This is an optimization exercise on Yosys and OpenROAD, whose aim is small area, not a production implementation.
In this exercise RTL edits were held to simulation tests only and were not proved equivalent to the original.

==> flow/design.v, too long to show whole: its modules and the start of the top module <==
// module cordic_pipeline: 1453 lines
// module cordic_fa: 4 lines
module cordic_pipeline(
    input  wire         clk,
    input  wire         rst,
    input  wire         valid_in,
    input  wire  signed [15:0] x_in,
    input  wire  signed [15:0] y_in,
    output reg   signed [15:0] magnitude,
    output reg          valid
);
  // ...
==> flow/flow/run.sh <==
#!/bin/bash
set -euo pipefail
CTS="-sink_clustering_enable -repair_clock_nets -dont_use_dummy_load"
CTS="$CTS -buf_list sky130_fd_sc_hd__clkbuf_8 -sink_clustering_size 20 -sink_clustering_max_diameter 60"
bash standard.sh "CTS_ARGS=$CTS" "BUFFER_PORTS_ARGS=-buffer_cell sky130_fd_sc_hd__buf_1" RECOVER_POWER=100 finish > flow_make.log 2>&1
==> flow/standard.sh <==
#!/bin/bash
# synth_recipe.tcl (not shown) runs the flow's synth.tcl, then flattens the netlist and writes it again
# the make line also repeats each setting of config.mk as NAME=value (left out here)
make -C /OpenROAD-flow-scripts/flow DESIGN_CONFIG=/design/flow/config.mk WORK_HOME=/design/flow/orfs CLKGATE_MAP_FILE= SYNTH_SCRIPT=/design/flow/synth_recipe.tcl "${@:-finish}"
==> flow/config.mk <==
export PLATFORM = sky130hd
export DESIGN_NAME = cordic_pipeline
export DESIGN_NICKNAME = cordic_pipeline
export VERILOG_FILES = /design/flow/design.v
export SDC_FILE = /design/flow/constraint.sdc
export NUM_CORES = 4
export LEC_CHECK = 0
export ABC_AREA = 1
export CAP_MARGIN = 20
export CORE_MARGIN = 2
export CORE_UTILIZATION = 70
export CTS_BUF_LIST = sky130_fd_sc_hd__clkbuf_8
export CTS_CLUSTER_DIAMETER = 60
export CTS_CLUSTER_SIZE = 20
export PLACE_DENSITY = 0.8
export SLEW_MARGIN = 20
export SYNTH_HIERARCHICAL = 1
export SYNTH_MINIMUM_KEEP_SIZE = 0
==> flow/constraint.sdc <==
create_clock -name core_clock -period 5.0 [get_ports {clk}]
set_input_delay 1.0000 -clock core_clock [delete_from_list [all_inputs] [get_ports {clk}]]
set_output_delay 1.0000 -clock core_clock [all_outputs]
set_load 0.01 [all_outputs]
==> key figures, run 1 <==
Run status
  – Run status: timing/DRC/antenna clean

Route
  – Vias: ~13000
  – Post-route ant nets: 0
  – DRT Wirelength: between 30 and 40 mm
  – Max layer used: met4

Layout
  – Most frequent cells in the layout: dfxtp_1, xor2_1, inv_1
  – Clkbuf count: 29
  – Area growth syn-to-layout: 4.910%
  – #MultiIn Comb: between 1000 and 1500
  – End-of-flow core utilization: 0.7412

Timing
  – Tcrit/Tclk final: 0.9649
  – Post-route minimum period: a little under 5000 ps
  – Final Skew: 68.93 ps

Worst setup path
  – Worst setup path class: flip-flop to flip-flop
  – WP data required: 5500 ps
  – CP Max Fanout: 3

Place
  – Post-Place Cells: approximately 2500

Die
  – N_taps: ~400
  – IO Pins: 52
  – Area of the die: approximately 0.033 sq mm

GRT
  – Met2 usage: 0.4814
  – GR Util met1: 0.2494
  – GRT Residual Overflow: 0
  – Vias in the first global route: around 14000
  – GRT met3 Usage: 0.02387

Logic synthesis
  – Number of synthesized flops with an enable pin: 0
  – FFs w/ async S/R, synth: 0

Hold path
  – Worst Hold End: vp[3]
  – Worst hold start: vp[2]

Clock network
  – Cts bufs inserted: 29
  – Worst skew pair latency: 600 ps
==> run 2, diff against run 1 <==
--- a/flow/config.mk
+++ b/flow/config.mk
@@ -8,11 +8,11 @@
 export ABC_AREA = 1
 export CAP_MARGIN = 20
 export CORE_MARGIN = 2
-export CORE_UTILIZATION = 70
+export CORE_UTILIZATION = 60
 export CTS_BUF_LIST = sky130_fd_sc_hd__clkbuf_8
 export CTS_CLUSTER_DIAMETER = 60
 export CTS_CLUSTER_SIZE = 20
-export PLACE_DENSITY = 0.8
+export PLACE_DENSITY = 0.7
 export SLEW_MARGIN = 20
 export SYNTH_HIERARCHICAL = 1
 export SYNTH_MINIMUM_KEEP_SIZE = 0
==> run 2 against run 1 <==
Net effect:
- still clean
- non-clock buffer count down 3
- via count down 1.7%
- sequential share of layout area down 0.18 points
- critical path depth unchanged
- highest routed layer unchanged
==> key figures, run 2 <==
Place
  – HPWL Detailed: 29.07 mm (was 29.64 mm)
  – Post-Place Cells: 2556 (was 2491)
  – Dpl cell area: 0.02275 sq mm (was 0.02268 sq mm)
  – Port bufs: 51 (unchanged)
  – Pre-CTS setup slack: 61.56 ps (was -19.81 ps)
  – GP Congestion: 0.8302 (was 0.8792)

Clock network
  – Max clock buf depth: 3 (unchanged)
  – Worst skew pair latency: 570 ps (was 600 ps)
  – CTS Hold Bufs: 0 (unchanged)
  – Total number of H-tree levels: 2 (was 1)
  – Num Clock Sinks: 429 (unchanged)
  – Cts bufs inserted: 34 (was 29)
  – CTS tree: yes (unchanged)
  – CTS clk-pin slew, worst paths: 100 ps (was 110 ps)
  – Root buf cell: clkbuf_8 (unchanged)

Logic synthesis
  – Yosys top cell by area: dfxtp_1 (unchanged)
  – Number of synthesized flops with an enable pin: 0 (unchanged)
  – #FFs+latches synth: 429 (unchanged)
  – Top cells by count, synth: dfxtp_1, xor2_1, inv_1, fa_1, nand2_1 (unchanged)
  – Cell Area, Synth: 0.02212 sq mm (unchanged)
  – FFs w/ async S/R, synth: 0 (unchanged)
  – Most common flop cell mapped by yosys: dfxtp_1 (unchanged)
  – Post-Syn Area per Cell: 10.76 sq um (unchanged)
  – Yosys cell types: 35 (unchanged)
  – Most frequent cell after synthesis: dfxtp_1 (unchanged)
  – Share of the synthesized area in the top cell type: 0.3882 (unchanged)
  – Area contributors post-synth: dfxtp_1, fa_1, xor2_1 (unchanged)
  – Post-Syn Instances: 2056 (unchanged)
  – Seq/Total Area, Yosys: 0.3882 (unchanged)
  – Yosys warns: 7 (unchanged)
  – Post-Syn Nets: 2478 (unchanged)

Timing
  – Hold_ws: 357.4 ps (was 407.3 ps)
  – Relative slew slack: 0.4729 (was 0.4680)
  – Post-route minimum period: 4809 ps (was 4824 ps)
  – Final setup violation count: 0 (unchanged)
  – Tcrit/Tclk final: 0.9618 (was 0.9649)
  – Fmax: 0.2080 GHz (was 0.2073 GHz)
  – Worst setup margin: 191.2 ps (was 175.7 ps)
  – Final Hold Fails: 0 (unchanged)
  – Slew @ Worst Pin: 790.7 ps (was 798.0 ps)
  – Final Skew: 85.02 ps (was 68.93 ps)
  – Final Max Slew Viols: 0 (unchanged)

GRT
  – Initial antenna violation count: 0 (unchanged)
  – GRT Residual Overflow: 0 (unchanged)
  – First-pass GRT wire length: 62.16 mm (was 63.15 mm)
  – Vias in the first global route: 13870 (was 14160)
  – GRT Total Usage: 0.1981 (was 0.2344)
  – Largest net degree at the start of global routing: 21 (unchanged)

Worst setup path
  – CP Capture Type: flip-flop (unchanged)
  – WP data required: 5450 ps (was 5500 ps)
  – Worst setup SP type: flip-flop (unchanged)
  – Worst setup path class: flip-flop to flip-flop (unchanged)
  – Worst R2R Start: ru2[3] (unchanged)
  – CP Max Fanout: 3 (unchanged)
  – Crit path from: ru2[3] (unchanged)
  – Worst Path Arrival: 5260 ps (was 5320 ps)

Die
  – Area of the die: 0.03842 sq mm (was 0.03304 sq mm)
  – Core Box Area: 0.03643 sq mm (was 0.03131 sq mm)
  – Row count: 70 (was 65)
  – Initial Util: 0.6071 (was 0.7065)
  – Die W: 196.0 um (was 181.8 um)
  – IO Pins: 52 (unchanged)
  – Die Y: 196.0 um (was 181.8 um)

Route
  – Post-route ant nets: 0 (unchanged)
  – DRT Wirelength: 34.95 mm (was 36.56 mm)
  – Initial drt markers: 354 (was 392)
  – Drt drc: 0 (unchanged)
  – Vias: 12790 (was 13010)
  – Average wire per cell in the routed design: 13.48 um (was 14.46 um)
  – Drt pass-1 iters: 4 (was 5)
  – Vias per inst: 4.933 (was 5.146)

Layout
  – Final-stage net count: 2548 (was 2550)
  – Area growth syn-to-layout: 5.396% (was 4.910%)
  – Ant. Diodes: 0 (unchanged)
  – Post-route design area: 0.02331 sq mm (was 0.02321 sq mm)
  – Finished Layout Cells: 2592 (was 2528)
  – Share of cells above drive strength 1: 0.04426 (was 0.04657)
  – Commonest non-fill, non-tap cell in the layout: dfxtp_1 (unchanged)
  – Most frequent cells in the layout: dfxtp_1, xor2_1, inv_1 (unchanged)

Run
  – Max cap viols: 0 (unchanged)

Hold path
  – Hold WC Path Type: flip-flop to flip-flop (unchanged)
  – Worst hold start: vp[11] (was vp[2])

Run status
  – Run status: timing/DRC/antenna clean (unchanged)
## run 2: cell counts after synthesis
No cell type changed its count.
## run 2: worst paths after layout
check             to  slack (ps)  depth (start not counted)
min reg2reg   vp[12]         360                          2
min           vp[12]         360                          2
max          rx3[15]         190                         16
max reg2reg  rx3[15]         190                         16
## run 2: final cells by class
| type | instances | area (sq um) |
|---|---|---|
| clock buffer | 34 | 467.9 |
| timing repair buffer | 56 | 222.7 |
| tap | 468 | 585.6 |
| fill | 2915 | 13120 |
| inverter | 261 | 979.7 |
| sequential | 429 | 8598 |
| multi-input combinational | 1344 | 12460 |
## run 2: what timing repair did
action | in CTS | in global routing
pin swaps | 0 | 2
gates resized for setup | 1 | 28
endpoints found under the setup margin | 9 | 86
setup buffers | 0 | 2
## run 2: stage by stage
step / utilization / TNS, ps
after floorplan: - / 0
after global placement: 0.6243 / 0
after detailed placement: 0.6243 / 0
after CTS: 0.6372 / 0
after global routing: 0.6399 / -42.96
final: 0.6399 / 0
## run 2: routing by layer
| layer | track usage | part of all wire | vias to the layer above |
|---|---|---|---|
| li1 | - | - | 6494 |
| met1 | 0.2105 | 0.39 | 6138 |
| met2 | 0.4052 | 0.57 | 98 |
| met3 | 0.02407 | 0.020 | 57 |
| met4 | 0.05471 | 0.021 | 0 |
| met5 | 0 | 0 | - |
## run 2: cell families (layout without fill, tap and decap cells)
| family | after synthesis | after routing | synth area share |
|---|---|---|---|
| compound gates | 147 | 147 | 0.03490 |
| xor+xnor | 352 | 352 | 0.1394 |
| flops | 429 | 429 | 0.3882 |
| buf+inv | 283 | 351 | 0.05255 |
| mux | 1 | 1 | 0.0005090 |
| simple gates | 457 | 457 | 0.09089 |
| fa+ha+maj | 387 | 387 | 0.2936 |
## run 2: critical path, cell delays in order, from the launching register on
cell and delay (ps):
dfxtp_1 380, inv_1 80, fa_1 430, fa_1 410, fa_1 390, fa_1 390
fa_1 380, fa_1 390, fa_1 380, fa_1 390, fa_2 370, nand3_1 80
nand2_1 90, a21oi_2 160, nor2_1 90, and3_1 170, xor2_1 140
## run 2: Yosys stat by module, one instance, submodules excluded
module | cells | flip-flops and latches | copies in the design
cordic_fa | 1 | 0 | 183
cordic_pipeline | 1873 | 429 | 1

[static timing again, ports no longer ideal]
Ports are ideal in the flow. The routed layouts listed here were re-timed in OpenROAD.
Step 1 sets driving cells, clkbuf_16 on the clock port and buf_2 on the other inputs (assumed; they add their load-dependent delay and slew).
Step 2 moves the port delays by t, midway between the first and last clock arrival at a register: inputs arrive t later, outputs are due t later. That takes back most of the time a late clock gives input paths.
Slacks: no drivers / after step 1 / after step 2; pairs: no drivers / after step 1.
| run | t, ns | setup WS [ns] | clock arrival spread, ns | worst register clock-pin slew, ns |
|---|---|---|---|---|
| run 1 | 0.621 | 0.176 / 0.176 / 0.124 | 0.078 / 0.079 | 0.12 / 0.12 |
| run 2 | 0.574 | 0.191 / 0.191 / 0.165 | 0.085 / 0.086 | 0.12 / 0.12 |
After both steps every run listed still meets setup and hold. For run 1, which loses most, drivers alone change the setup slack by 0.000 ns; drivers and shift together by -0.052 ns.
